What follows belongs to an exercise in optimizing a design on an open flow for small area, a short achievable clock period and few clock cycles; a production flow would make more cautious choices.
Only simulation tests tie the RTL to the original design; equivalence was not proved.
Power and IR drop assume default switching activity.

==> flow/design.v (excerpt) <==
module cordic(i_clk, i_rst, i_en, o_vld, o_cosine, o_sine, i_theta);
    input i_clk;
    input i_rst;
    input i_en;
    input signed [23:0] i_theta;
    output signed [23:0] o_cosine;
    output signed [23:0] o_sine;
    output o_vld;
    localparam W = 19;
    localparam R = 21;
    reg signed [W-1:0] r1, r2, q;
    reg signed [R-1:0] p;        
    reg [1:0]          mode;     
    reg [5:0]          cnt;      
    reg                busy;
    reg                lst;      
    reg                rw;       
    reg                dbl;      
    reg [3:0]          sh1;      
    reg [3:0]          sh2n;     
    reg                i1, i2;   
    reg                ip;       
    reg                m1;       
    reg                vld;
    assign o_vld = vld;
    assign o_cosine = {{6{r2[W-1]}}, r2[W-1:1]};
    assign o_sine   = {{6{r1[W-1]}}, r1[W-1:1]};
    wire [4:0] ai = cnt[5:1];
    wire [16:0] ang =
        ai == 5'd0  ? (dbl ? 17'h1921e : 17'h0) :
        ai == 5'd1  ? 17'h76b1 :
  ...
Size: roughly 100 flip-flops, about 76 I/O pins, ~9400 sq um of cells after synthesis.
==> flow/config.mk <==
export PLATFORM = sky130hd
export DESIGN_NAME = cordic
export DESIGN_NICKNAME = cordic
export VERILOG_FILES = /design/flow/design.v
export SDC_FILE = /design/flow/constraint.sdc
export NUM_CORES = 4
export LEC_CHECK = 0
export ABC_AREA = 1
export CAP_MARGIN = 20
export CORE_MARGIN = 2
export CORE_UTILIZATION = 40
export SETUP_SLACK_MARGIN = 5
export SLEW_MARGIN = 20
export TNS_END_PERCENT = 0
==> flow/constraint.sdc <==
create_clock -name core_clock -period 10.0 [get_ports {i_clk}]
set_input_delay 2.0000 -clock core_clock [delete_from_list [all_inputs] [get_ports {i_clk}]]
set_output_delay 2.0000 -clock core_clock [all_outputs]
set_load 0.01 [all_outputs]
standard.sh (not shown) runs the stock make flow with config.mk's settings and CLKGATE_MAP_FILE= SYNTH_SCRIPT=/design/flow/synth_recipe.tcl, a recipe that flattens the netlist after the stock synthesis.
==> flow/flow/run.sh <==
#!/bin/bash
# The standard layout (the standard.sh), except that the port buffers
# buffer_ports inserts are buf_1 cells instead of the larger delay buffers it
# picks by default (every port still gets one), and repair_timing aims at a
# setup slack margin of 6.8 ns.
set -euo pipefail
export BUFFER_PORTS_ARGS="-buffer_cell sky130_fd_sc_hd__buf_1"
bash standard.sh SETUP_SLACK_MARGIN=6.8 finish > standard_flow.log 2>&1
Testbench counts at the start, summed over its fixed seeds: cycles 73,736.
Next try:
==> flow/run.sh (new file) <==
#!/bin/bash
# synth_recipe.tcl (not shown) runs the flow's synth.tcl, then flattens the netlist and writes it again
# the make line also repeats each setting of config.mk as NAME=value (left out here)
make -C /OpenROAD-flow-scripts/flow DESIGN_CONFIG=/design/flow/config.mk WORK_HOME=/design/flow/orfs CLKGATE_MAP_FILE= SYNTH_SCRIPT=/design/flow/synth_recipe.tcl finish
removed: flow/flow/run.sh
removed: flow/standard.sh
Outcome: The changed run ran to the end with no violations; clock skew is about the same; wire length shrinks by a few percent; total power went down by roughly a tenth; core utilization falls by 4.3 points; non-clock buffer count went down by 74; sequential cell count stays the same; synthesized area is unchanged; critical path depth is unchanged.
Next try:
==> flow/flow/run.sh (new file) <==
#!/bin/bash
# The standard layout (the standard.sh), except that the port buffers
# buffer_ports inserts are buf_1 cells instead of the larger delay buffers it
# picks by default (every port still gets one), and repair_timing aims at a
# setup slack margin of 6.5 ns.
set -euo pipefail
export BUFFER_PORTS_ARGS="-buffer_cell sky130_fd_sc_hd__buf_1"
bash standard.sh SETUP_SLACK_MARGIN=6.5 finish > standard_flow.log 2>&1
==> flow/standard.sh (new file) <==
#!/bin/bash
# synth_recipe.tcl (not shown) runs the flow's synth.tcl, then flattens the netlist and writes it again
# the make line also repeats each setting of config.mk as NAME=value (left out here)
make -C /OpenROAD-flow-scripts/flow DESIGN_CONFIG=/design/flow/config.mk WORK_HOME=/design/flow/orfs CLKGATE_MAP_FILE= SYNTH_SCRIPT=/design/flow/synth_recipe.tcl "${@:-finish}"
Settings changed: PLACE_DENSITY set to 0.8.
removed: flow/run.sh
Outcome: The changed run finished clean. Routed wire length came out higher by 3.7%. Area after synthesis is unchanged. Cell count came out higher by 2.5%.

-- what the ideal ports hide --
In the flow no input, the clock included, has a driving cell. The finished layouts below were timed again as built, in two steps.
Step 1 sets driving cells, clkbuf_16 on the clock port and buf_2 on the other inputs (assumed; they add their load-dependent delay and slew).
Step 2 moves the port delays by t, midway between the first and last clock arrival at a register: inputs arrive t later, outputs are due t later. That takes back most of the time a late clock gives input paths.
Slacks: no drivers / after step 1 / after step 2; pairs: no drivers / after step 1.
run	shift t [ns]	setup slack, ns	worst hold slack (ns)	slew at the worst register clock pin (ns)	cell pins on the clock port's net
the first run	0.404	6.673 / 6.673 / 6.286	0.440 / 0.440 / 0.440	0.08 / 0.08	1
the second run	0.394	5.692 / 5.692 / 5.692	0.435 / 0.435 / 0.435	0.08 / 0.08	1
the third run	0.396	6.596 / 6.596 / 6.256	0.437 / 0.437 / 0.437	0.08 / 0.08	1
After both steps every run listed still meets setup and hold. The setup slack of the first run, which loses most, moves by 0.000 ns with the drivers and by -0.387 ns with both steps.
